Background: an optimization exercise with open tools, aiming at small area and a short achievable clock period. Do not read the settings as production practice. No functional check of the RTL was part of any run shown here. No activity file was given, so power comes from the tool's default toggle rates.

## flow/design.v (module list and top-level ports; edited modules follow where they fit)
// module alu_ops: 36 lines
// module mul16lo: 394 lines
// module alu_top: 101 lines
module alu_top (
    input clk,
    input [16-1:0] a,
    input [16-1:0] b,
    input [3:0] sel,
    output reg [16-1:0] y,
    output reg carry
);
  // ...
==> flow/flow/run.sh <==
#!/bin/bash
# Standard ORFS layout (standard.sh: unchanged synthesis, steps and SDC) with
# a larger setup slack margin for the repair steps.  At the design's 27 ns
# period every path already has slack, so without a margin the repair steps
# do nothing; with MARGIN ns they shorten every path longer than 27 - MARGIN.
set -euo pipefail
MARGIN=15
bash standard.sh SETUP_SLACK_MARGIN=$MARGIN  finish > standard.log 2>&1
==> flow/standard.sh <==
#!/bin/bash
# synth_recipe.tcl (not shown) runs the flow's synth.tcl, then flattens the netlist and writes it again
# the make line also repeats each setting of config.mk as NAME=value (left out here)
make -C /OpenROAD-flow-scripts/flow DESIGN_CONFIG=/design/flow/config.mk WORK_HOME=/design/flow/orfs CLKGATE_MAP_FILE= SYNTH_SCRIPT=/design/flow/synth_recipe.tcl "${@:-finish}"
==> flow/config.mk <==
export PLATFORM = sky130hd
export DESIGN_NAME = alu_top
export DESIGN_NICKNAME = alu_top
export VERILOG_FILES = /design/flow/design.v
export SDC_FILE = /design/flow/constraint.sdc
export NUM_CORES = 4
export LEC_CHECK = 0
export ABC_AREA = 1
export CAP_MARGIN = 20
export CORE_MARGIN = 2
export CORE_UTILIZATION = 55
export SLEW_MARGIN = 20
==> flow/constraint.sdc <==
create_clock -name core_clock -period 27.0 [get_ports {clk}]
set_input_delay 5.4000 -clock core_clock [delete_from_list [all_inputs] [get_ports {clk}]]
set_output_delay 5.4000 -clock core_clock [all_outputs]
set_load 0.01 [all_outputs]
==> insert_results.sql, run 1 <==
INSERT INTO impl_metrics (metric_group, metric, value, unit) VALUES
('pwr', 'combPwrFrac', '0.646', ''),
('setup_path', 'r2r-start', 's1_b[6]$_DFF_P_', ''),
('drt', 'drc', '0', ''),
('setup_path', 'setup.worst_path.start', 'a[15]', ''),
('setup_path', 'reg2reg_to', 's2_m[3]$_DFF_P_', ''),
('floorplan', 'ports', '54', ''),
('setup_path', 'max_stage_delay_cell_worst_path', 'clkdlybuf4s50_1', ''),
('timing', 'relSlewSlack', '0.438', ''),
('drt', 'top_routing_layer_used', 'met4', ''),
('grt', 'grtUsageMet1', '0.429', ''),
('clock_tree', 'cts_hold_buf', '0', ''),
('pwr', 'largestPowerGroup', 'combinational logic', ''),
('pwr', 'switching_share', '0.460', ''),
('placed_design', 'place_inst', '2554', ''),
('timing', 'finalCritPeriodShare', '0.429', ''),
('floorplan', 'fp.dieW', '172', 'µm'),
('yosys', 'synth.lib_cells_used.distinct', '61', ''),
('drt', 'drt_pre_antenna_iters', '6', ''),
('floorplan', 'effective_utilization_at_floorplan', '0.557', ''),
('grt', 'largest_net_degree_at_the_start_of_global_routing', '30', ''),
('drt', 'avgRoutedWirePerCell', '17.2', 'µm'),
('setup_path', 'timing.reg2reg.worst_path_depth', '71', ''),
('cells_and_area', 'fin_cells', '2590', ''),
('setup_path', 'most_frequent_cell_on_the_critical_path', 'nand2_1', ''),
('floorplan', 'placeableCoreArea', '27700', 'µm²'),
('drt', 'viasPerCell', '5.35', ''),
('flow_run', 'drv_cap', '0', ''),
('setup_path', 'criticalPathCategory', 'input pin to register', ''),
('timing', 'pins_over_their_slew_limit', '0', ''),
('yosys', 'fraction_of_synthesized_area_in_multiplexers', '0', ''),
('cells_and_area', 'area_growth_syn_to_layout', '9.94', '%'),
('outcome', 'status', 'complete, no violations', ''),
('grt', 'grt.met2_usage', '0.526', ''),
('placed_design', 'detailed_place_hpwl', '34700', 'µm'),
('yosys', 'synth_top_family_by_area', 'adder cells', ''),
('yosys', 'synth-compound-area-share', '0.114', '');
==> module alu_top, before the edit <==
module alu_top (
    input clk,
    input [16-1:0] a,
    input [16-1:0] b,
    input [3:0] sel,
    output reg [16-1:0] y,
    output reg carry
);
  wire [0:0] t15 = a[15];
  wire [1:0] d15 = {1'b0, t15} - {1'b0, b[0:0]};
  wire q15 = ~|b[15:1] & ~d15[1];
  wire [0:0] r15 = q15 ? d15[0:0] : t15;
  wire [1:0] t14 = {r15, a[14]};
  wire [2:0] d14 = {1'b0, t14} - {1'b0, b[1:0]};
  wire q14 = ~|b[15:2] & ~d14[2];
  wire [1:0] r14 = q14 ? d14[1:0] : t14;
  wire [2:0] t13 = {r14, a[13]};
  wire [3:0] d13 = {1'b0, t13} - {1'b0, b[2:0]};
  wire q13 = ~|b[15:3] & ~d13[3];
  wire [2:0] r13 = q13 ? d13[2:0] : t13;
  wire [3:0] t12 = {r13, a[12]};
  wire [4:0] d12 = {1'b0, t12} - {1'b0, b[3:0]};
  wire q12 = ~|b[15:4] & ~d12[4];
  wire [3:0] r12 = q12 ? d12[3:0] : t12;
  wire [4:0] t11 = {r12, a[11]};
  wire [5:0] d11 = {1'b0, t11} - {1'b0, b[4:0]};
  wire q11 = ~|b[15:5] & ~d11[5];
  wire [4:0] r11 = q11 ? d11[4:0] : t11;
  wire [5:0] t10 = {r11, a[10]};
  wire [6:0] d10 = {1'b0, t10} - {1'b0, b[5:0]};
  wire q10 = ~|b[15:6] & ~d10[6];
  wire [5:0] r10 = q10 ? d10[5:0] : t10;
  reg [15:0] s1_a, s1_b;
  reg [3:0] s1_sel;
  reg [5:0] s1_r, s1_q;
  always @(posedge clk) begin
    s1_a <= a;
    s1_b <= b;
    s1_sel <= sel;
    s1_r <= r10;
    s1_q <= {q15, q14, q13, q12, q11, q10};
  end
  wire [6:0] t9 = {s1_r, s1_a[9]};
  wire [7:0] d9 = {1'b0, t9} - {1'b0, s1_b[6:0]};
  wire q9 = ~|s1_b[15:7] & ~d9[7];
  wire [6:0] r9 = q9 ? d9[6:0] : t9;
  wire [7:0] t8 = {r9, s1_a[8]};
  wire [8:0] d8 = {1'b0, t8} - {1'b0, s1_b[7:0]};
  wire q8 = ~|s1_b[15:8] & ~d8[8];
  wire [7:0] r8 = q8 ? d8[7:0] : t8;
  wire [8:0] t7 = {r8, s1_a[7]};
  wire [9:0] d7 = {1'b0, t7} - {1'b0, s1_b[8:0]};
  wire q7 = ~|s1_b[15:9] & ~d7[9];
  wire [8:0] r7 = q7 ? d7[8:0] : t7;
  wire [9:0] t6 = {r7, s1_a[6]};
  wire [10:0] d6 = {1'b0, t6} - {1'b0, s1_b[9:0]};
  wire q6 = ~|s1_b[15:10] & ~d6[10];
  wire [9:0] r6 = q6 ? d6[9:0] : t6;
  wire [10:0] t5 = {r6, s1_a[5]};
  wire [11:0] d5 = {1'b0, t5} - {1'b0, s1_b[10:0]};
  wire q5 = ~|s1_b[15:11] & ~d5[11];
  wire [10:0] r5 = q5 ? d5[10:0] : t5;
  wire [11:0] t4 = {r5, s1_a[4]};
  wire [12:0] d4 = {1'b0, t4} - {1'b0, s1_b[11:0]};
  wire q4 = ~|s1_b[15:12] & ~d4[12];
  wire [11:0] r4 = q4 ? d4[11:0] : t4;
  wire [12:0] t3 = {r4, s1_a[3]};
  wire [13:0] d3 = {1'b0, t3} - {1'b0, s1_b[12:0]};
  wire q3 = ~|s1_b[15:13] & ~d3[13];
  wire [12:0] r3 = q3 ? d3[12:0] : t3;
  wire [15:3] qm = {s1_q, q9, q8, q7, q6, q5, q4, q3};
  wire [15:0] o;
  wire co;
  alu_ops u_ops (.A(s1_a), .B(s1_b), .sel(s1_sel), .Y(o), .C(co));
  wire isdiv = s1_sel == 4'b0011;
  reg [15:0] s2_m;         
  reg [12:0] s2_r;
  reg [2:0] s2_a;
  reg [15:0] s2_b;
  reg s2_div;
  always @(posedge clk) begin
    s2_m <= isdiv ? {qm, o[2:0]} : o;
    s2_r <= r3;
    s2_a <= s1_a[2:0];
    s2_b <= s1_b;
    s2_div <= isdiv;
    carry <= co;
  end
  wire [13:0] t2 = {s2_r, s2_a[2]};
  wire [14:0] d2 = {1'b0, t2} - {1'b0, s2_b[13:0]};
  wire q2 = ~|s2_b[15:14] & ~d2[14];
  wire [13:0] r2 = q2 ? d2[13:0] : t2;
  wire [14:0] t1 = {r2, s2_a[1]};
  wire [15:0] d1 = {1'b0, t1} - {1'b0, s2_b[14:0]};
  wire q1 = ~|s2_b[15:15] & ~d1[15];
  wire [14:0] r1 = q1 ? d1[14:0] : t1;
  wire [15:0] t0 = {r1, s2_a[0]};
  wire [16:0] d0 = {1'b0, t0} - {1'b0, s2_b[15:0]};
  wire q0 = 1'b1 & ~d0[16];
  always @* y = {s2_m[15:3], s2_div ? {q2, q1, q0} : s2_m[2:0]};
endmodule
==> inputs of run 2 (changes only) <==
--- a/flow/design.v
+++ b/flow/design.v
@@ -439,28 +439,56 @@
   wire [0:0] t15 = a[15];
-  wire [1:0] d15 = {1'b0, t15} - {1'b0, b[0:0]};
-  wire q15 = ~|b[15:1] & ~d15[1];
+  wire [0:0] p15 = ~(t15 ^ b[0:0]);
+  wire [1:0] c15;
+  wire G15_0 = p15[0] ? 1'b0 : b[0];
+  assign c15[0] = 1'b0;
+  assign c15[1] = G15_0;
+  wire [0:0] d15 = ~p15 ^ c15[0:0];
+  wire q15 = ~|b[15:1] & ~c15[1];
   wire [0:0] r15 = q15 ? d15[0:0] : t15;
   wire [1:0] t14 = {r15, a[14]};
-  wire [2:0] d14 = {1'b0, t14} - {1'b0, b[1:0]};
-  wire q14 = ~|b[15:2] & ~d14[2];
+  wire [1:0] p14 = ~(t14 ^ b[1:0]);
+  wire [2:0] c14;
+  wire G14_0 = p14[0] ? 1'b0 : b[0];
+  wire G14_1 = p14[1] ? G14_0 : b[1];
+  assign c14[0] = 1'b0;
+  assign c14[1] = G14_0;
+  assign c14[2] = G14_1;
+  wire [1:0] d14 = ~p14 ^ c14[1:0];
+  wire q14 = ~|b[15:2] & ~c14[2];
   wire [1:0] r14 = q14 ? d14[1:0] : t14;
   wire [2:0] t13 = {r14, a[13]};
-  wire [3:0] d13 = {1'b0, t13} - {1'b0, b[2:0]};
-  wire q13 = ~|b[15:3] & ~d13[3];
+  wire [2:0] p13 = ~(t13 ^ b[2:0]);
+  wire [3:0] c13;
+  wire G13_0 = p13[0] ? 1'b0 : b[0];
+  wire G13_1 = p13[2] ? b[1] : b[2];
+  wire P13_1 = p13[2] & p13[1];
+  wire G13_2 = P13_1 ? G13_0 : G13_1;
+  wire G13_3 = p13[1] ? G13_0 : b[1];
+  assign c13[0] = 1'b0;
+  assign c13[1] = G13_0;
+  assign c13[2] = G13_3;
+  assign c13[3] = G13_2;
+  wire [2:0] d13 = ~p13 ^ c13[2:0];
+  wire q13 = ~|b[15:3] & ~c13[3];
   wire [2:0] r13 = q13 ? d13[2:0] : t13;
   wire [3:0] t12 = {r13, a[12]};
-  wire [4:0] d12 = {1'b0, t12} - {1'b0, b[3:0]};
-  wire q12 = ~|b[15:4] & ~d12[4];
+  wire [3:0] p12 = ~(t12 ^ b[3:0]);
+  wire [4:0] c12;
+  wire G12_0 = p12[0] ? 1'b0 : b[0];
+  wire G12_1 = p12[2] ? b[1] : b[2];
+  wire P12_1 = p12[2] & p12[1];
+  wire G12_2 = P12_1 ? G12_0 : G12_1;
+  wire G12_3 = p12[1] ? G12_0 : b[1];
+  wire G12_4 = p12[3] ? G12_2 : b[3];
+  assign c12[0] = 1'b0;
+  assign c12[1] = G12_0;
+  assign c12[2] = G12_3;
+  assign c12[3] = G12_2;
+  assign c12[4] = G12_4;
+  wire [3:0] d12 = ~p12 ^ c12[3:0];
+  wire q12 = ~|b[15:4] & ~c12[4];
   wire [3:0] r12 = q12 ? d12[3:0] : t12;
-  wire [4:0] t11 = {r12, a[11]};
-  wire [5:0] d11 = {1'b0, t11} - {1'b0, b[4:0]};
-  wire q11 = ~|b[15:5] & ~d11[5];
-  wire [4:0] r11 = q11 ? d11[4:0] : t11;
-  wire [5:0] t10 = {r11, a[10]};
-  wire [6:0] d10 = {1'b0, t10} - {1'b0, b[5:0]};
-  wire q10 = ~|b[15:6] & ~d10[6];
-  wire [5:0] r10 = q10 ? d10[5:0] : t10;
   reg [15:0] s1_a, s1_b;
   reg [3:0] s1_sel;
-  reg [5:0] s1_r, s1_q;
+  reg [3:0] s1_r, s1_q;
   always @(posedge clk) begin
@@ -469,34 +497,370 @@
     s1_sel <= sel;
-    s1_r <= r10;
-    s1_q <= {q15, q14, q13, q12, q11, q10};
+    s1_r <= r12;
+    s1_q <= {q15, q14, q13, q12};
   end
-  wire [6:0] t9 = {s1_r, s1_a[9]};
-  wire [7:0] d9 = {1'b0, t9} - {1'b0, s1_b[6:0]};
-  wire q9 = ~|s1_b[15:7] & ~d9[7];
+  wire [4:0] t11 = {s1_r, s1_a[11]};
+  wire [4:0] p11 = ~(t11 ^ s1_b[4:0]);
+  wire [5:0] c11;
+  wire G11_0 = p11[0] ? 1'b0 : s1_b[0];
+  wire G11_1 = p11[2] ? s1_b[1] : s1_b[2];
+  wire P11_1 = p11[2] & p11[1];
+  wire G11_2 = p11[4] ? s1_b[3] : s1_b[4];
+  wire P11_2 = p11[4] & p11[3];
+  wire G11_3 = P11_1 ? G11_0 : G11_1;
+  wire G11_4 = P11_2 ? G11_3 : G11_2;
+  wire G11_5 = p11[1] ? G11_0 : s1_b[1];
+  wire G11_6 = p11[3] ? G11_3 : s1_b[3];
+  assign c11[0] = 1'b0;
+  assign c11[1] = G11_0;
+  assign c11[2] = G11_5;
+  assign c11[3] = G11_3;
+  assign c11[4] = G11_6;
+  assign c11[5] = G11_4;
+  wire [4:0] d11 = ~p11 ^ c11[4:0];
+  wire q11 = ~|s1_b[15:5] & ~c11[5];
+  wire [4:0] r11 = q11 ? d11[4:0] : t11;
+  wire [5:0] t10 = {r11, s1_a[10]};
+  wire [5:0] p10 = ~(t10 ^ s1_b[5:0]);
+  wire [6:0] c10;
+  wire G10_0 = p10[0] ? 1'b0 : s1_b[0];
+  wire G10_1 = p10[2] ? s1_b[1] : s1_b[2];
+  wire P10_1 = p10[2] & p10[1];
+  wire G10_2 = p10[4] ? s1_b[3] : s1_b[4];
+  wire P10_2 = p10[4] & p10[3];
+  wire G10_3 = P10_1 ? G10_0 : G10_1;
+  wire G10_4 = P10_2 ? G10_3 : G10_2;
+  wire G10_5 = p10[1] ? G10_0 : s1_b[1];
+  wire G10_6 = p10[3] ? G10_3 : s1_b[3];
+  wire G10_7 = p10[5] ? G10_4 : s1_b[5];
+  assign c10[0] = 1'b0;
+  assign c10[1] = G10_0;
+  assign c10[2] = G10_5;
+  assign c10[3] = G10_3;
+  assign c10[4] = G10_6;
+  assign c10[5] = G10_4;
+  assign c10[6] = G10_7;
+  wire [5:0] d10 = ~p10 ^ c10[5:0];
+  wire q10 = ~|s1_b[15:6] & ~c10[6];
+  wire [5:0] r10 = q10 ? d10[5:0] : t10;
+  wire [6:0] t9 = {r10, s1_a[9]};
+  wire [6:0] p9 = ~(t9 ^ s1_b[6:0]);
+  wire [7:0] c9;
+  wire G9_0 = p9[0] ? 1'b0 : s1_b[0];
+  wire G9_1 = p9[2] ? s1_b[1] : s1_b[2];
+  wire P9_1 = p9[2] & p9[1];
+  wire G9_2 = p9[4] ? s1_b[3] : s1_b[4];
+  wire P9_2 = p9[4] & p9[3];
+  wire G9_3 = p9[6] ? s1_b[5] : s1_b[6];
+  wire P9_3 = p9[6] & p9[5];
+  wire G9_4 = P9_1 ? G9_0 : G9_1;
+  wire G9_5 = P9_3 ? G9_2 : G9_3;
+  wire P9_5 = P9_3 & P9_2;
+  wire G9_6 = P9_5 ? G9_4 : G9_5;
+  wire G9_7 = P9_2 ? G9_4 : G9_2;
+  wire G9_8 = p9[1] ? G9_0 : s1_b[1];
+  wire G9_9 = p9[3] ? G9_4 : s1_b[3];
+  wire G9_10 = p9[5] ? G9_7 : s1_b[5];
+  assign c9[0] = 1'b0;
+  assign c9[1] = G9_0;
+  assign c9[2] = G9_8;
+  assign c9[3] = G9_4;
+  assign c9[4] = G9_9;
+  assign c9[5] = G9_7;
+  assign c9[6] = G9_10;
+  assign c9[7] = G9_6;
+  wire [6:0] d9 = ~p9 ^ c9[6:0];
+  wire q9 = ~|s1_b[15:7] & ~c9[7];
   wire [6:0] r9 = q9 ? d9[6:0] : t9;
   wire [7:0] t8 = {r9, s1_a[8]};
-  wire [8:0] d8 = {1'b0, t8} - {1'b0, s1_b[7:0]};
-  wire q8 = ~|s1_b[15:8] & ~d8[8];
+  wire [7:0] p8 = ~(t8 ^ s1_b[7:0]);
+  wire [8:0] c8;
+  wire G8_0 = p8[0] ? 1'b0 : s1_b[0];
+  wire G8_1 = p8[2] ? s1_b[1] : s1_b[2];
+  wire P8_1 = p8[2] & p8[1];
+  wire G8_2 = p8[4] ? s1_b[3] : s1_b[4];
+  wire P8_2 = p8[4] & p8[3];
+  wire G8_3 = p8[6] ? s1_b[5] : s1_b[6];
+  wire P8_3 = p8[6] & p8[5];
+  wire G8_4 = P8_1 ? G8_0 : G8_1;
+  wire G8_5 = P8_3 ? G8_2 : G8_3;
+  wire P8_5 = P8_3 & P8_2;
+  wire G8_6 = P8_5 ? G8_4 : G8_5;
+  wire G8_7 = P8_2 ? G8_4 : G8_2;
+  wire G8_8 = p8[1] ? G8_0 : s1_b[1];
+  wire G8_9 = p8[3] ? G8_4 : s1_b[3];
+  wire G8_10 = p8[5] ? G8_7 : s1_b[5];
+  wire G8_11 = p8[7] ? G8_6 : s1_b[7];
+  assign c8[0] = 1'b0;
+  assign c8[1] = G8_0;
+  assign c8[2] = G8_8;
+  assign c8[3] = G8_4;
+  assign c8[4] = G8_9;
+  assign c8[5] = G8_7;
+  assign c8[6] = G8_10;
+  assign c8[7] = G8_6;
+  assign c8[8] = G8_11;
+  wire [7:0] d8 = ~p8 ^ c8[7:0];
+  wire q8 = ~|s1_b[15:8] & ~c8[8];
   wire [7:0] r8 = q8 ? d8[7:0] : t8;
   wire [8:0] t7 = {r8, s1_a[7]};
-  wire [9:0] d7 = {1'b0, t7} - {1'b0, s1_b[8:0]};
-  wire q7 = ~|s1_b[15:9] & ~d7[9];
+  wire [8:0] p7 = ~(t7 ^ s1_b[8:0]);
+  wire [9:0] c7;
+  wire G7_0 = p7[0] ? 1'b0 : s1_b[0];
+  wire G7_1 = p7[2] ? s1_b[1] : s1_b[2];
+  wire P7_1 = p7[2] & p7[1];
+  wire G7_2 = p7[4] ? s1_b[3] : s1_b[4];
+  wire P7_2 = p7[4] & p7[3];
+  wire G7_3 = p7[6] ? s1_b[5] : s1_b[6];
+  wire P7_3 = p7[6] & p7[5];
+  wire G7_4 = p7[8] ? s1_b[7] : s1_b[8];
+  wire P7_4 = p7[8] & p7[7];
+  wire G7_5 = P7_1 ? G7_0 : G7_1;
+  wire G7_6 = P7_3 ? G7_2 : G7_3;
+  wire P7_6 = P7_3 & P7_2;
+  wire G7_7 = P7_6 ? G7_5 : G7_6;
+  wire G7_8 = P7_2 ? G7_5 : G7_2;
+  wire G7_9 = P7_4 ? G7_7 : G7_4;
+  wire G7_10 = p7[1] ? G7_0 : s1_b[1];
+  wire G7_11 = p7[3] ? G7_5 : s1_b[3];
+  wire G7_12 = p7[5] ? G7_8 : s1_b[5];
+  wire G7_13 = p7[7] ? G7_7 : s1_b[7];
+  assign c7[0] = 1'b0;
+  assign c7[1] = G7_0;
+  assign c7[2] = G7_10;
+  assign c7[3] = G7_5;
+  assign c7[4] = G7_11;
+  assign c7[5] = G7_8;
+  assign c7[6] = G7_12;
+  assign c7[7] = G7_7;
+  assign c7[8] = G7_13;
+  assign c7[9] = G7_9;
+  wire [8:0] d7 = ~p7 ^ c7[8:0];
+  wire q7 = ~|s1_b[15:9] & ~c7[9];
   wire [8:0] r7 = q7 ? d7[8:0] : t7;
   wire [9:0] t6 = {r7, s1_a[6]};
-  wire [10:0] d6 = {1'b0, t6} - {1'b0, s1_b[9:0]};
-  wire q6 = ~|s1_b[15:10] & ~d6[10];
+  wire [9:0] p6 = ~(t6 ^ s1_b[9:0]);
+  wire [10:0] c6;
+  wire G6_0 = p6[0] ? 1'b0 : s1_b[0];
+  wire G6_1 = p6[2] ? s1_b[1] : s1_b[2];
+  wire P6_1 = p6[2] & p6[1];
+  wire G6_2 = p6[4] ? s1_b[3] : s1_b[4];
+  wire P6_2 = p6[4] & p6[3];
+  wire G6_3 = p6[6] ? s1_b[5] : s1_b[6];
+  wire P6_3 = p6[6] & p6[5];
+  wire G6_4 = p6[8] ? s1_b[7] : s1_b[8];
+  wire P6_4 = p6[8] & p6[7];
+  wire G6_5 = P6_1 ? G6_0 : G6_1;
+  wire G6_6 = P6_3 ? G6_2 : G6_3;
+  wire P6_6 = P6_3 & P6_2;
+  wire G6_7 = P6_6 ? G6_5 : G6_6;
+  wire G6_8 = P6_2 ? G6_5 : G6_2;
+  wire G6_9 = P6_4 ? G6_7 : G6_4;
+  wire G6_10 = p6[1] ? G6_0 : s1_b[1];
+  wire G6_11 = p6[3] ? G6_5 : s1_b[3];
+  wire G6_12 = p6[5] ? G6_8 : s1_b[5];
+  wire G6_13 = p6[7] ? G6_7 : s1_b[7];
+  wire G6_14 = p6[9] ? G6_9 : s1_b[9];
+  assign c6[0] = 1'b0;
+  assign c6[1] = G6_0;
+  assign c6[2] = G6_10;
+  assign c6[3] = G6_5;
+  assign c6[4] = G6_11;
+  assign c6[5] = G6_8;
+  assign c6[6] = G6_12;
+  assign c6[7] = G6_7;
+  assign c6[8] = G6_13;
+  assign c6[9] = G6_9;
+  assign c6[10] = G6_14;
+  wire [9:0] d6 = ~p6 ^ c6[9:0];
+  wire q6 = ~|s1_b[15:10] & ~c6[10];
   wire [9:0] r6 = q6 ? d6[9:0] : t6;
   wire [10:0] t5 = {r6, s1_a[5]};
-  wire [11:0] d5 = {1'b0, t5} - {1'b0, s1_b[10:0]};
-  wire q5 = ~|s1_b[15:11] & ~d5[11];
+  wire [10:0] p5 = ~(t5 ^ s1_b[10:0]);
+  wire [11:0] c5;
+  wire G5_0 = p5[0] ? 1'b0 : s1_b[0];
+  wire G5_1 = p5[2] ? s1_b[1] : s1_b[2];
+  wire P5_1 = p5[2] & p5[1];
+  wire G5_2 = p5[4] ? s1_b[3] : s1_b[4];
+  wire P5_2 = p5[4] & p5[3];
+  wire G5_3 = p5[6] ? s1_b[5] : s1_b[6];
+  wire P5_3 = p5[6] & p5[5];
+  wire G5_4 = p5[8] ? s1_b[7] : s1_b[8];
+  wire P5_4 = p5[8] & p5[7];
+  wire G5_5 = p5[10] ? s1_b[9] : s1_b[10];
+  wire P5_5 = p5[10] & p5[9];
+  wire G5_6 = P5_1 ? G5_0 : G5_1;
+  wire G5_7 = P5_3 ? G5_2 : G5_3;
+  wire P5_7 = P5_3 & P5_2;
+  wire G5_8 = P5_5 ? G5_4 : G5_5;
+  wire P5_8 = P5_5 & P5_4;
+  wire G5_9 = P5_7 ? G5_6 : G5_7;
+  wire G5_10 = P5_8 ? G5_9 : G5_8;
+  wire G5_11 = P5_2 ? G5_6 : G5_2;
+  wire G5_12 = P5_4 ? G5_9 : G5_4;
+  wire G5_13 = p5[1] ? G5_0 : s1_b[1];
+  wire G5_14 = p5[3] ? G5_6 : s1_b[3];
+  wire G5_15 = p5[5] ? G5_11 : s1_b[5];
+  wire G5_16 = p5[7] ? G5_9 : s1_b[7];
+  wire G5_17 = p5[9] ? G5_12 : s1_b[9];
+  assign c5[0] = 1'b0;
+  assign c5[1] = G5_0;
+  assign c5[2] = G5_13;
+  assign c5[3] = G5_6;
+  assign c5[4] = G5_14;
+  assign c5[5] = G5_11;
+  assign c5[6] = G5_15;
+  assign c5[7] = G5_9;
+  assign c5[8] = G5_16;
+  assign c5[9] = G5_12;
+  assign c5[10] = G5_17;
+  assign c5[11] = G5_10;
+  wire [10:0] d5 = ~p5 ^ c5[10:0];
+  wire q5 = ~|s1_b[15:11] & ~c5[11];
   wire [10:0] r5 = q5 ? d5[10:0] : t5;
   wire [11:0] t4 = {r5, s1_a[4]};
-  wire [12:0] d4 = {1'b0, t4} - {1'b0, s1_b[11:0]};
-  wire q4 = ~|s1_b[15:12] & ~d4[12];
+  wire [11:0] p4 = ~(t4 ^ s1_b[11:0]);
+  wire [12:0] c4;
+  wire G4_0 = p4[0] ? 1'b0 : s1_b[0];
+  wire G4_1 = p4[2] ? s1_b[1] : s1_b[2];
+  wire P4_1 = p4[2] & p4[1];
+  wire G4_2 = p4[4] ? s1_b[3] : s1_b[4];
+  wire P4_2 = p4[4] & p4[3];
+  wire G4_3 = p4[6] ? s1_b[5] : s1_b[6];
+  wire P4_3 = p4[6] & p4[5];
+  wire G4_4 = p4[8] ? s1_b[7] : s1_b[8];
+  wire P4_4 = p4[8] & p4[7];
+  wire G4_5 = p4[10] ? s1_b[9] : s1_b[10];
+  wire P4_5 = p4[10] & p4[9];
+  wire G4_6 = P4_1 ? G4_0 : G4_1;
+  wire G4_7 = P4_3 ? G4_2 : G4_3;
+  wire P4_7 = P4_3 & P4_2;
+  wire G4_8 = P4_5 ? G4_4 : G4_5;
+  wire P4_8 = P4_5 & P4_4;
+  wire G4_9 = P4_7 ? G4_6 : G4_7;
+  wire G4_10 = P4_8 ? G4_9 : G4_8;
+  wire G4_11 = P4_2 ? G4_6 : G4_2;
+  wire G4_12 = P4_4 ? G4_9 : G4_4;
+  wire G4_13 = p4[1] ? G4_0 : s1_b[1];
+  wire G4_14 = p4[3] ? G4_6 : s1_b[3];
+  wire G4_15 = p4[5] ? G4_11 : s1_b[5];
+  wire G4_16 = p4[7] ? G4_9 : s1_b[7];
+  wire G4_17 = p4[9] ? G4_12 : s1_b[9];
+  wire G4_18 = p4[11] ? G4_10 : s1_b[11];
+  assign c4[0] = 1'b0;
+  assign c4[1] = G4_0;
+  assign c4[2] = G4_13;
+  assign c4[3] = G4_6;
+  assign c4[4] = G4_14;
+  assign c4[5] = G4_11;
+  assign c4[6] = G4_15;
+  assign c4[7] = G4_9;
+  assign c4[8] = G4_16;
+  assign c4[9] = G4_12;
+  assign c4[10] = G4_17;
+  assign c4[11] = G4_10;
+  assign c4[12] = G4_18;
+  wire [11:0] d4 = ~p4 ^ c4[11:0];
+  wire q4 = ~|s1_b[15:12] & ~c4[12];
   wire [11:0] r4 = q4 ? d4[11:0] : t4;
   wire [12:0] t3 = {r4, s1_a[3]};
-  wire [13:0] d3 = {1'b0, t3} - {1'b0, s1_b[12:0]};
-  wire q3 = ~|s1_b[15:13] & ~d3[13];
+  wire [12:0] p3 = ~(t3 ^ s1_b[12:0]);
+  wire [13:0] c3;
+  wire G3_0 = p3[0] ? 1'b0 : s1_b[0];
+  wire G3_1 = p3[2] ? s1_b[1] : s1_b[2];
+  wire P3_1 = p3[2] & p3[1];
+  wire G3_2 = p3[4] ? s1_b[3] : s1_b[4];
+  wire P3_2 = p3[4] & p3[3];
+  wire G3_3 = p3[6] ? s1_b[5] : s1_b[6];
+  wire P3_3 = p3[6] & p3[5];
+  wire G3_4 = p3[8] ? s1_b[7] : s1_b[8];
+  wire P3_4 = p3[8] & p3[7];
+  wire G3_5 = p3[10] ? s1_b[9] : s1_b[10];
+  wire P3_5 = p3[10] & p3[9];
+  wire G3_6 = p3[12] ? s1_b[11] : s1_b[12];
+  wire P3_6 = p3[12] & p3[11];
+  wire G3_7 = P3_1 ? G3_0 : G3_1;
+  wire G3_8 = P3_3 ? G3_2 : G3_3;
+  wire P3_8 = P3_3 & P3_2;
+  wire G3_9 = P3_5 ? G3_4 : G3_5;
+  wire P3_9 = P3_5 & P3_4;
+  wire G3_10 = P3_8 ? G3_7 : G3_8;
+  wire G3_11 = P3_9 ? G3_10 : G3_9;
+  wire G3_12 = P3_2 ? G3_7 : G3_2;
+  wire G3_13 = P3_4 ? G3_10 : G3_4;
+  wire G3_14 = P3_6 ? G3_11 : G3_6;
+  wire G3_15 = p3[1] ? G3_0 : s1_b[1];
+  wire G3_16 = p3[3] ? G3_7 : s1_b[3];
+  wire G3_17 = p3[5] ? G3_12 : s1_b[5];
+  wire G3_18 = p3[7] ? G3_10 : s1_b[7];
+  wire G3_19 = p3[9] ? G3_13 : s1_b[9];
+  wire G3_20 = p3[11] ? G3_11 : s1_b[11];
+  assign c3[0] = 1'b0;
+  assign c3[1] = G3_0;
+  assign c3[2] = G3_15;
+  assign c3[3] = G3_7;
+  assign c3[4] = G3_16;
+  assign c3[5] = G3_12;
+  assign c3[6] = G3_17;
+  assign c3[7] = G3_10;
+  assign c3[8] = G3_18;
+  assign c3[9] = G3_13;
+  assign c3[10] = G3_19;
+  assign c3[11] = G3_11;
+  assign c3[12] = G3_20;
+  assign c3[13] = G3_14;
+  wire [12:0] d3 = ~p3 ^ c3[12:0];
+  wire q3 = ~|s1_b[15:13] & ~c3[13];
   wire [12:0] r3 = q3 ? d3[12:0] : t3;
-  wire [15:3] qm = {s1_q, q9, q8, q7, q6, q5, q4, q3};
+  wire [13:0] t2 = {r3, s1_a[2]};
+  wire [13:0] p2 = ~(t2 ^ s1_b[13:0]);
+  wire [14:0] c2;
+  wire G2_0 = p2[0] ? 1'b0 : s1_b[0];
+  wire G2_1 = p2[2] ? s1_b[1] : s1_b[2];
+  wire P2_1 = p2[2] & p2[1];
+  wire G2_2 = p2[4] ? s1_b[3] : s1_b[4];
+  wire P2_2 = p2[4] & p2[3];
+  wire G2_3 = p2[6] ? s1_b[5] : s1_b[6];
+  wire P2_3 = p2[6] & p2[5];
+  wire G2_4 = p2[8] ? s1_b[7] : s1_b[8];
+  wire P2_4 = p2[8] & p2[7];
+  wire G2_5 = p2[10] ? s1_b[9] : s1_b[10];
+  wire P2_5 = p2[10] & p2[9];
+  wire G2_6 = p2[12] ? s1_b[11] : s1_b[12];
+  wire P2_6 = p2[12] & p2[11];
+  wire G2_7 = P2_1 ? G2_0 : G2_1;
+  wire G2_8 = P2_3 ? G2_2 : G2_3;
+  wire P2_8 = P2_3 & P2_2;
+  wire G2_9 = P2_5 ? G2_4 : G2_5;
+  wire P2_9 = P2_5 & P2_4;
+  wire G2_10 = P2_8 ? G2_7 : G2_8;
+  wire G2_11 = P2_9 ? G2_10 : G2_9;
+  wire G2_12 = P2_2 ? G2_7 : G2_2;
+  wire G2_13 = P2_4 ? G2_10 : G2_4;
+  wire G2_14 = P2_6 ? G2_11 : G2_6;
+  wire G2_15 = p2[1] ? G2_0 : s1_b[1];
+  wire G2_16 = p2[3] ? G2_7 : s1_b[3];
+  wire G2_17 = p2[5] ? G2_12 : s1_b[5];
+  wire G2_18 = p2[7] ? G2_10 : s1_b[7];
+  wire G2_19 = p2[9] ? G2_13 : s1_b[9];
+  wire G2_20 = p2[11] ? G2_11 : s1_b[11];
+  wire G2_21 = p2[13] ? G2_14 : s1_b[13];
+  assign c2[0] = 1'b0;
+  assign c2[1] = G2_0;
+  assign c2[2] = G2_15;
+  assign c2[3] = G2_7;
+  assign c2[4] = G2_16;
+  assign c2[5] = G2_12;
+  assign c2[6] = G2_17;
+  assign c2[7] = G2_10;
+  assign c2[8] = G2_18;
+  assign c2[9] = G2_13;
+  assign c2[10] = G2_19;
+  assign c2[11] = G2_11;
+  assign c2[12] = G2_20;
+  assign c2[13] = G2_14;
+  assign c2[14] = G2_21;
+  wire [13:0] d2 = ~p2 ^ c2[13:0];
+  wire q2 = ~|s1_b[15:14] & ~c2[14];
+  wire [13:0] r2 = q2 ? d2[13:0] : t2;
+  wire [15:2] qm = {s1_q, q11, q10, q9, q8, q7, q6, q5, q4, q3, q2};
   wire [15:0] o;
@@ -506,4 +870,4 @@
   reg [15:0] s2_m;         
-  reg [12:0] s2_r;
-  reg [2:0] s2_a;
+  reg [13:0] s2_r;
+  reg [1:0] s2_a;
   reg [15:0] s2_b;
@@ -511,5 +875,5 @@
   always @(posedge clk) begin
-    s2_m <= isdiv ? {qm, o[2:0]} : o;
-    s2_r <= r3;
-    s2_a <= s1_a[2:0];
+    s2_m <= isdiv ? {qm, o[1:0]} : o;
+    s2_r <= r2;
+    s2_a <= s1_a[1:0];
     s2_b <= s1_b;
@@ -518,14 +882,122 @@
   end
-  wire [13:0] t2 = {s2_r, s2_a[2]};
-  wire [14:0] d2 = {1'b0, t2} - {1'b0, s2_b[13:0]};
-  wire q2 = ~|s2_b[15:14] & ~d2[14];
-  wire [13:0] r2 = q2 ? d2[13:0] : t2;
-  wire [14:0] t1 = {r2, s2_a[1]};
-  wire [15:0] d1 = {1'b0, t1} - {1'b0, s2_b[14:0]};
-  wire q1 = ~|s2_b[15:15] & ~d1[15];
+  wire [14:0] t1 = {s2_r, s2_a[1]};
+  wire [14:0] p1 = ~(t1 ^ s2_b[14:0]);
+  wire [15:0] c1;
+  wire G1_0 = p1[0] ? 1'b0 : s2_b[0];
+  wire G1_1 = p1[2] ? s2_b[1] : s2_b[2];
+  wire P1_1 = p1[2] & p1[1];
+  wire G1_2 = p1[4] ? s2_b[3] : s2_b[4];
+  wire P1_2 = p1[4] & p1[3];
+  wire G1_3 = p1[6] ? s2_b[5] : s2_b[6];
+  wire P1_3 = p1[6] & p1[5];
+  wire G1_4 = p1[8] ? s2_b[7] : s2_b[8];
+  wire P1_4 = p1[8] & p1[7];
+  wire G1_5 = p1[10] ? s2_b[9] : s2_b[10];
+  wire P1_5 = p1[10] & p1[9];
+  wire G1_6 = p1[12] ? s2_b[11] : s2_b[12];
+  wire P1_6 = p1[12] & p1[11];
+  wire G1_7 = p1[14] ? s2_b[13] : s2_b[14];
+  wire P1_7 = p1[14] & p1[13];
+  wire G1_8 = P1_1 ? G1_0 : G1_1;
+  wire G1_9 = P1_3 ? G1_2 : G1_3;
+  wire P1_9 = P1_3 & P1_2;
+  wire G1_10 = P1_5 ? G1_4 : G1_5;
+  wire P1_10 = P1_5 & P1_4;
+  wire G1_11 = P1_7 ? G1_6 : G1_7;
+  wire P1_11 = P1_7 & P1_6;
+  wire G1_12 = P1_9 ? G1_8 : G1_9;
+  wire G1_13 = P1_11 ? G1_10 : G1_11;
+  wire P1_13 = P1_11 & P1_10;
+  wire G1_14 = P1_13 ? G1_12 : G1_13;
+  wire G1_15 = P1_10 ? G1_12 : G1_10;
+  wire G1_16 = P1_2 ? G1_8 : G1_2;
+  wire G1_17 = P1_4 ? G1_12 : G1_4;
+  wire G1_18 = P1_6 ? G1_15 : G1_6;
+  wire G1_19 = p1[1] ? G1_0 : s2_b[1];
+  wire G1_20 = p1[3] ? G1_8 : s2_b[3];
+  wire G1_21 = p1[5] ? G1_16 : s2_b[5];
+  wire G1_22 = p1[7] ? G1_12 : s2_b[7];
+  wire G1_23 = p1[9] ? G1_17 : s2_b[9];
+  wire G1_24 = p1[11] ? G1_15 : s2_b[11];
+  wire G1_25 = p1[13] ? G1_18 : s2_b[13];
+  assign c1[0] = 1'b0;
+  assign c1[1] = G1_0;
+  assign c1[2] = G1_19;
+  assign c1[3] = G1_8;
+  assign c1[4] = G1_20;
+  assign c1[5] = G1_16;
+  assign c1[6] = G1_21;
+  assign c1[7] = G1_12;
+  assign c1[8] = G1_22;
+  assign c1[9] = G1_17;
+  assign c1[10] = G1_23;
+  assign c1[11] = G1_15;
+  assign c1[12] = G1_24;
+  assign c1[13] = G1_18;
+  assign c1[14] = G1_25;
+  assign c1[15] = G1_14;
+  wire [14:0] d1 = ~p1 ^ c1[14:0];
+  wire q1 = ~|s2_b[15:15] & ~c1[15];
   wire [14:0] r1 = q1 ? d1[14:0] : t1;
   wire [15:0] t0 = {r1, s2_a[0]};
-  wire [16:0] d0 = {1'b0, t0} - {1'b0, s2_b[15:0]};
-  wire q0 = 1'b1 & ~d0[16];
-  always @* y = {s2_m[15:3], s2_div ? {q2, q1, q0} : s2_m[2:0]};
+  wire [15:0] p0 = ~(t0 ^ s2_b[15:0]);
+  wire [16:0] c0;
+  wire G0_0 = p0[0] ? 1'b0 : s2_b[0];
+  wire G0_1 = p0[2] ? s2_b[1] : s2_b[2];
+  wire P0_1 = p0[2] & p0[1];
+  wire G0_2 = p0[4] ? s2_b[3] : s2_b[4];
+  wire P0_2 = p0[4] & p0[3];
+  wire G0_3 = p0[6] ? s2_b[5] : s2_b[6];
+  wire P0_3 = p0[6] & p0[5];
+  wire G0_4 = p0[8] ? s2_b[7] : s2_b[8];
+  wire P0_4 = p0[8] & p0[7];
+  wire G0_5 = p0[10] ? s2_b[9] : s2_b[10];
+  wire P0_5 = p0[10] & p0[9];
+  wire G0_6 = p0[12] ? s2_b[11] : s2_b[12];
+  wire P0_6 = p0[12] & p0[11];
+  wire G0_7 = p0[14] ? s2_b[13] : s2_b[14];
+  wire P0_7 = p0[14] & p0[13];
+  wire G0_8 = P0_1 ? G0_0 : G0_1;
+  wire G0_9 = P0_3 ? G0_2 : G0_3;
+  wire P0_9 = P0_3 & P0_2;
+  wire G0_10 = P0_5 ? G0_4 : G0_5;
+  wire P0_10 = P0_5 & P0_4;
+  wire G0_11 = P0_7 ? G0_6 : G0_7;
+  wire P0_11 = P0_7 & P0_6;
+  wire G0_12 = P0_9 ? G0_8 : G0_9;
+  wire G0_13 = P0_11 ? G0_10 : G0_11;
+  wire P0_13 = P0_11 & P0_10;
+  wire G0_14 = P0_13 ? G0_12 : G0_13;
+  wire G0_15 = P0_10 ? G0_12 : G0_10;
+  wire G0_16 = P0_2 ? G0_8 : G0_2;
+  wire G0_17 = P0_4 ? G0_12 : G0_4;
+  wire G0_18 = P0_6 ? G0_15 : G0_6;
+  wire G0_19 = p0[1] ? G0_0 : s2_b[1];
+  wire G0_20 = p0[3] ? G0_8 : s2_b[3];
+  wire G0_21 = p0[5] ? G0_16 : s2_b[5];
+  wire G0_22 = p0[7] ? G0_12 : s2_b[7];
+  wire G0_23 = p0[9] ? G0_17 : s2_b[9];
+  wire G0_24 = p0[11] ? G0_15 : s2_b[11];
+  wire G0_25 = p0[13] ? G0_18 : s2_b[13];
+  wire G0_26 = p0[15] ? G0_14 : s2_b[15];
+  assign c0[0] = 1'b0;
+  assign c0[1] = G0_0;
+  assign c0[2] = G0_19;
+  assign c0[3] = G0_8;
+  assign c0[4] = G0_20;
+  assign c0[5] = G0_16;
+  assign c0[6] = G0_21;
+  assign c0[7] = G0_12;
+  assign c0[8] = G0_22;
+  assign c0[9] = G0_17;
+  assign c0[10] = G0_23;
+  assign c0[11] = G0_15;
+  assign c0[12] = G0_24;
+  assign c0[13] = G0_18;
+  assign c0[14] = G0_25;
+  assign c0[15] = G0_14;
+  assign c0[16] = G0_26;
+  wire [15:0] d0 = ~p0 ^ c0[15:0];
+  wire q0 = 1'b1 & ~c0[16];
+  always @* y = {s2_m[15:2], s2_div ? {q1, q0} : s2_m[1:0]};
 endmodule
--- a/flow/flow/run.sh
+++ b/flow/flow/run.sh
@@ -6,3 +6,3 @@
 set -euo pipefail
-MARGIN=15
+MARGIN=16.5
 bash standard.sh SETUP_SLACK_MARGIN=$MARGIN  finish > standard.log 2>&1
==> run 2 against run 1 <==
Against the previous run:
- sequential cell count fell by 4
- sequential power is 3% lower
- wire length increased by 24%
- largest cell class unchanged
==> insert_results.sql, run 2 <==
INSERT INTO impl_metrics (metric_group, metric, value, unit) VALUES
('floorplan', 'ports', '54', ''),
('drt', 'route.vias.total', '16600', ''),
('setup_path', 'crit_path_max_fanout', '11', ''),
('clock_tree', 'clockBufferDepth', '2', ''),
('clock_tree', 'tritoncts.num_buffers', '9', ''),
('grt', 'top_usage_layer', 'met2', ''),
('placed_design', 'detailed_place_hpwl', '34600', 'µm'),
('yosys', 'ys_top_cells_by_area', 'nand2_1 (19%), fa_1 (16%), dfxtp_1 (12%)', ''),
('floorplan', 'floorplan.die.height', '170', 'µm'),
('floorplan', 'placeableCoreArea', '27000', 'µm²'),
('setup_path', 'r2r-start', 's1_b[6]$_DFF_P_', ''),
('pwr', 'total_power', '0.928', 'mW'),
('setup_path', 'reg2reg_setup_slack', '16230', 'ps'),
('placed_design', 'globalplace.congestion', '0.993', ''),
('clock_tree', 'clkSinkCount', '94', ''),
('yosys', 'postSynth.topFlopCell', 'dfxtp_1', ''),
('pwr', 'power.ir.vdd_worst', '0.0414', 'mV'),
('pwr', 'cellPowerDensity', '46.2', 'nW/µm²'),
('setup_path', 'worst_path_largest_cell_delay', '360', 'ps'),
('grt', 'grtUsageMet1', '0.476', ''),
('grt', 'grt_antenna_before_repair', '0', ''),
('timing', 'tns', '0', 'ps'),
('timing', 'post-route-min-period', '10770', 'ps'),
('clock_tree', 'cts_max_level', '3', ''),
('yosys', 'synth-seq-cells', '94', ''),
('yosys', 'postSynthNetCount', '2602', ''),
('floorplan', 'row_count', '60', ''),
('timing', 'hold_ws', '465', 'ps'),
('yosys', 'synth_largest_type_area_fraction', '0.193', ''),
('grt', 'grt_overflow', '0', ''),
('clock_tree', 'cts_tree', 'done', ''),
('worst_hold_path', 'holdCritPathClass', 'register to register', ''),
('worst_hold_path', 'worst_hold_start', 's1_q[0]$_DFF_P_', ''),
('clock_tree', 'worstSkewPairLatency', '370', 'ps'),
('timing', 'max_freq', '92.9', 'MHz'),
('timing', 'worst_clock_skew', '24.4', 'ps'),
('drt', 'drc', '0', ''),
('floorplan', 'die_area', '28900', 'µm²'),
('worst_hold_path', 'holdPathEnd', 's2_m[12]$_DFF_P_', ''),
('grt', 'globalRouteTotalUtil', '0.353', ''),
('yosys', 'post_synth_instance_area', '15100', 'µm²'),
('timing', 'setup_viol', '0', ''),
('cells_and_area', 'final_common_cell', 'nand2_1', ''),
('grt', 'largest_net_degree_at_the_start_of_global_routing', '33', ''),
('yosys', 'ys_warn_count', '2', ''),
('grt', 'grt_pass1_vias', '14800', ''),
('setup_path', 'timing.critical_path.required', '27300', 'ps'),
('clock_tree', 'root_buffer', 'clkbuf_16', ''),
('drt', 'drt_pre_antenna_iters', '6', ''),
('yosys', 'synth_enable_flop_cells', '0', ''),
('timing', 'pins_over_their_slew_limit', '0', ''),
('grt', 'globalRouteMet3Util', '0.0588', ''),
('pwr', 'power.leakage', '10.5', 'nW'),
('drt', 'finalWirelength', '55400', 'µm'),
('cells_and_area', 'mostFrequentLayoutCells', 'nand2_1 (589), inv_1 (388), nand2_2 (202), buf_4 (156), nand3_1 (129)', ''),
('timing', 'actual_slew_at_the_worst_max_slew_pin', '1160', 'ps'),
('placed_design', 'worst_slack_at_placement', '14430', 'ps'),
('worst_hold_path', 'hold_depth', '2', ''),
('cells_and_area', 'finish.net_count', '2800', ''),
('setup_path', 'criticalPathCategory', 'register to register', ''),
('setup_path', 'cp-end-kind', 'register', ''),
('timing', 'relSlewSlack', '0.222', ''),
('timing', 'setup_repair_after_global_routing_missed_its_margin', 'yes', ''),
('drt', 'avgRoutedWirePerCell', '19.0', 'µm'),
('grt', 'first_pass_grt_wire_length', '79000', 'µm'),
('cells_and_area', 'share_of_layout_cells_above_drive_strength_1', '0.301', ''),
('cells_and_area', 'area_growth_syn_to_layout', '32.6', '%'),
('drt', 'detail_route.iter0.violations', '1887', ''),
('drt', 'viasPerCell', '5.67', ''),
('setup_path', 'crit_arrival', '11070', 'ps'),
('timing', 'finalCritPeriodShare', '0.399', ''),
('cells_and_area', 'fin_cells', '2919', ''),
('placed_design', 'buffer_ports.inserted', '53', ''),
('yosys', 'asyncSetResetFlopFracSynth', '0', ''),
('setup_path', 'max_stage_delay_cell_worst_path', 'dfxtp_4', ''),
('timing', 'setup_ws', '16230', 'ps'),
('yosys', 'synth_top_cells_by_count', 'nand2_1 (778), inv_1 (405), nand3_1 (216), fa_1 (120), nor2_1 (109)', ''),
('timing', 'total_count_of_hold_check_failures_in_the_final_report', '0', ''),
('outcome', 'status', 'complete, no violations', ''),
('flow_run', 'drv_cap', '0', ''),
('cells_and_area', 'antenna_cells', '0', ''),
('yosys', 'synth_area_leader_cell', 'nand2_1', ''),
('setup_path', 'most_frequent_cell_on_the_critical_path', 'nand2_2', ''),
('yosys', 'synth_seq_area_share', '0.124', ''),
('clock_tree', 'clkTransAtPathRegs', '80', 'ps'),
('grt', 'grt.met2_usage', '0.571', ''),
('setup_path', 'reg2reg_to', 's2_r[13]$_DFF_P_', ''),
('floorplan', 'fp.dieW', '170', 'µm'),
('yosys', 'synth.lib_cells_used.distinct', '62', ''),
('placed_design', 'place_inst', '2720', ''),
('setup_path', 'timing.reg2reg.worst_path_depth', '101', ''),
('setup_path', 'crit_path_start_kind', 'register', ''),
('floorplan', 'effective_utilization_at_floorplan', '0.560', ''),
('yosys', 'gate_count_post_synth', '2375', ''),
('drt', 'drtAntennaViolNets', '0', ''),
('yosys', 'post-synth-top-count-cell', 'nand2_1', ''),
('yosys', 'avg_inst_size_synth', '6.38', 'µm²');
[run 2: cell count changes after synthesis, moves of 24 or more]
| cell | delta |
|---|---|
| nand3_1 | +104 |
| nand2_2 | +78 |
| ha_1 | -116 |
| inv_2 | +27 |
| nor2_1 | +45 |
| nand2_1 | +235 |
| inv_1 | -24 |
| a21oi_1 | -67 |
[run 2: worst max-delay path by stage]
stage / from / depth (start not counted) / to / slack [ps]
4_1_cts: s1_b[3]$_DFF_P_ / 96 / s2_r[0]$_DFF_P_ / 16500
3_3_place_gp: s1_b[5]$_DFF_P_ / 86 / s2_r[6]$_DFF_P_ / 14660
6_report: s1_b[6]$_DFF_P_ / 101 / s2_r[13]$_DFF_P_ / 16230
3_5_place_dp: s1_b[5]$_DFF_P_ / 85 / s2_r[6]$_DFF_P_ / 14430
2_1_floorplan: s1_b[0]$_DFF_P_ / 100 / s2_r[0]$_DFF_P_ / 17460
5_1_grt: s1_b[6]$_DFF_P_ / 106 / s2_r[13]$_DFF_P_ / 15680
[run 2: cells by family (layout without fill, tap and decap cells)]
kind of cell | Yosys count | count (layout) | synth area share
flip-flops | 94 | 94 | 0.124
AND/OR/NAND/NOR | 1295 | 1306 | 0.383
AO/OA/AOI/OAI | 183 | 183 | 0.0777
buffers and inverters | 522 | 714 | 0.146
adder cells (fa/ha/maj) | 192 | 192 | 0.218
XOR/XNOR | 89 | 89 | 0.0515
[run 2: layout make-up]
type	count	area, µm²
Multi-Input combinational cell	1770	13200
Fill cell	2071	6940
Inverter	446	1800
Sequential cell	94	1920
Clock buffer	12	256
Tap cell	341	427
Clock inverter	4	52.6
Timing Repair Buffer	252	2430
[run 2: per-stage QoR]
stage,cell area (µm²),util
6_report,20100,0.743
3_3_place_gp,15800,0.584
2_1_floorplan,15100,-
5_1_grt,20100,0.743
3_5_place_dp,15800,0.584
4_1_cts,17300,0.639
[run 2: report_power, final]
group | total [mW] | internal, mW | leakage [nW] | switching [mW]
clock network | 0.144 | 0.0778 | 0.154 | 0.0658
logic | 0.621 | 0.254 | 9.57 | 0.367
registers | 0.163 | 0.153 | 0.794 | 0.0101
[run 2: critical path, delay by kind of cell, from the launching register on]
kind | cells | cell delay (ps)
flip-flops | 1 | 360
buffers and inverters | 13 | 1340
AO/OA/AOI/OAI | 3 | 360
AND/OR/NAND/NOR | 85 | 8610
[run 2: per-layer routing]
| metal | vias to the layer above | share of wire |
|---|---|---|
| met5 | - | 0 |
| met4 | 0 | 0.052 |
| met3 | 214 | 0.098 |
| met2 | 870 | 0.45 |
| met1 | 7760 | 0.40 |
| li1 | 7708 | - |
[run 2: timing repair]
| item | 4_1_cts | 5_1_grt |
|---|---|---|
| resized for setup | 169 | 450 |
| setup endpoints to repair | 17 | 18 |
| setup buffers | 44 | 120 |
| pin swaps | 36 | 158 |
| cloned | 14 | 5 |
| hold buffers | 0 | 0 |
==> inputs of run 3 (changes only) <==
--- a/flow/flow/run.sh
+++ b/flow/flow/run.sh
@@ -6,3 +6,3 @@
 set -euo pipefail
-MARGIN=16.5
+MARGIN=15.5
 bash standard.sh SETUP_SLACK_MARGIN=$MARGIN  finish > standard.log 2>&1
==> run 3 against run 2 <==
Against the previous run:
- clock skew is essentially flat
- maximum frequency is 2.0% lower
- count of clock-buffer cells in the layout stayed put
- cell area shrank 11%
- die area did not move
- sequential cell count unchanged
- hold slack got worse by 4.3 ps
- critical path depth down 5
- non-clock buffer count decreased by 107
- still clean
==> insert_results.sql, run 3 <==
INSERT INTO impl_metrics (metric_group, metric, value, unit) VALUES
('outcome', 'status', 'complete, no violations', ''),
('yosys', 'ys_warn_count', '2', ''),
('drt', 'drt_pre_antenna_iters', '9', ''),
('yosys', 'synth_largest_type_area_fraction', '0.193', ''),
('clock_tree', 'tritoncts.num_buffers', '9', ''),
('setup_path', 'reg2reg_setup_slack', '16020', 'ps'),
('drt', 'viasPerCell', '5.48', ''),
('yosys', 'synth_seq_area_share', '0.124', ''),
('floorplan', 'placeableCoreArea', '27000', 'µm²'),
('cells_and_area', 'share_of_layout_cells_above_drive_strength_1', '0.187', ''),
('drt', 'detail_route.iter0.violations', '1533', ''),
('floorplan', 'die_area', '28900', 'µm²'),
('pwr', 'cellPowerDensity', '48.9', 'nW/µm²'),
('grt', 'grt_pass1_vias', '14200', ''),
('yosys', 'post-synth-top-count-cell', 'nand2_1', ''),
('setup_path', 'most_frequent_cell_on_the_critical_path', 'nand2_2', ''),
('timing', 'setup_repair_after_global_routing_missed_its_margin', 'no', ''),
('drt', 'route.vias.total', '15400', ''),
('timing', 'setup_viol', '0', ''),
('timing', 'worst_clock_skew', '24.4', 'ps'),
('cells_and_area', 'finish.net_count', '2693', ''),
('placed_design', 'buffer_ports.inserted', '53', ''),
('setup_path', 'crit_path_max_fanout', '15', ''),
('worst_hold_path', 'holdCritPathClass', 'register to register', ''),
('grt', 'globalRouteTotalUtil', '0.334', ''),
('timing', 'pins_over_their_slew_limit', '0', ''),
('cells_and_area', 'mostFrequentLayoutCells', 'nand2_1 (713), inv_1 (398), nand3_1 (180), nand2_2 (137), fa_1 (120)', ''),
('clock_tree', 'cts_tree', 'done', ''),
('grt', 'grt_antenna_before_repair', '0', ''),
('setup_path', 'cp-end-kind', 'register', ''),
('setup_path', 'max_stage_delay_cell_worst_path', 'dfxtp_4', ''),
('clock_tree', 'root_buffer', 'clkbuf_16', ''),
('setup_path', 'setup.worst_path.start', 's1_b[5]$_DFF_P_', ''),
('floorplan', 'row_count', '60', '');
==> run 3: worst min-delay path by stage <==
stage                           startpoint  cells past startpoint  slack [ps]          endpoint
after floorplan           s1_b[12]$_DFF_P_                      0         350  s2_b[12]$_DFF_P_
after global placement     s1_q[0]$_DFF_P_                      2         440  s2_m[12]$_DFF_P_
after detailed placement   s1_q[0]$_DFF_P_                      2         460  s2_m[12]$_DFF_P_
after CTS                  s1_q[0]$_DFF_P_                      2         470  s2_m[12]$_DFF_P_
after global routing      s1_b[15]$_DFF_P_                      0         470  s2_b[15]$_DFF_P_
final                      s1_q[0]$_DFF_P_                      2         460  s2_m[12]$_DFF_P_
==> run 3: kinds of logic (layout without fill, tap and decap cells) <==
logic type | after synthesis | in the layout | share of synthesized area
AND/OR/NAND/NOR | 1295 | 1306 | 0.383
buffers and inverters | 522 | 607 | 0.146
adder cells (fa/ha/maj) | 192 | 192 | 0.218
AO/OA/AOI/OAI | 183 | 183 | 0.0777
flip-flops | 94 | 94 | 0.124
XOR/XNOR | 89 | 89 | 0.0515
==> run 3: power groups by stage <==
stage	Sequential (mW)	Combinational [mW]	Clock [mW]
floorplan	0.165	0.382	0
global placement	0.166	0.518	0
detailed placement	0.166	0.520	0
CTS	0.163	0.530	0.144
global route	0.165	0.634	0.151
finish	0.163	0.566	0.142
==> run 3: timing repair <==
| action | CTS | global route |
|---|---|---|
| resized for setup | 25 | 243 |
| setup buffers | 1 | 59 |
| setup endpoints to repair | 15 | 17 |
| pin swaps | 1 | 53 |
| cloned | 1 | 15 |
==> run 3: layer usage <==
metal / GRT usage / vias to the layer above / wire length, µm / part of all wire
li1: - / 7483 / - / -
met1: 0.458 / 7142 / 21300 / 0.43
met2: 0.545 / 652 / 22600 / 0.45
met3: 0.0519 / 131 / 4080 / 0.082
met4: 0.0977 / 0 / 1820 / 0.037
met5: 0 / - / 0 / 0
==> run 3: metrics by stage <==
step	area [µm²]	hold WS [ps]	setup WS (ps)	total power [mW]	cells
after CTS	16200	468	15510	0.837	2738
after global routing	17800	471	15210	0.949	2812
after detailed placement	15800	458	14430	0.685	2720
final	17800	461	16020	0.871	2812
after global placement	15800	441	14660	0.683	2720
after floorplan	15100	350	17460	0.547	2375
==> run 3: area by class of cell <==
cell class                 instances  area, µm²  share of cell area
multi-input combinational       1770      11900               0.670
inverter                         446       1780              0.0999
sequential                        94       1910               0.107
clock inverter                     4       52.6             0.00295
timing repair buffer             145       1450              0.0815
tap                              341        427              0.0240
clock buffer                      12        256              0.0144
==> run 3: critical path: cells and delay by family (launching register included) <==
kind	cells	cell delay, ps
and+or+nand+nor	80	8380
buffers and inverters	12	1290
AOI/OAI and AO/OA	4	730
DFF	1	380

[what the ideal ports hide]
How much do the figures lean on ideal ports? The routed layouts below were timed once more, with nothing changed but the port constraints.
Step 1, drivers: a clkbuf_16 drives clk and a buf_2 each remaining input, both assumed.
Step 2 moves the port delays by t, midway between the first and last clock arrival at a register: inputs arrive t later, outputs are due t later. That takes back most of the time a late clock gives input paths.
a / b / c = no drivers / after step 1 / after step 2; a / b = the first two.
run	t (ns)	slack for setup (ns)	worst hold slack (ns)	worst register clock-pin slew, ns	worst slew at a driven data input, ns
run 1	0.408	15.422 / 15.455 / 15.046	0.465 / 0.465 / 0.465	0.07 / 0.07	0.04
run 2	0.409	16.234 / 16.234 / 16.234	0.465 / 0.465 / 0.465	0.09 / 0.09	0.04
run 3	0.403	16.016 / 16.016 / 16.016	0.461 / 0.461 / 0.461	0.09 / 0.09	0.04
After both steps setup and hold are still met in every run listed. For run 1, which loses most, drivers alone change the setup slack by +0.033 ns; drivers and shift together by -0.376 ns.
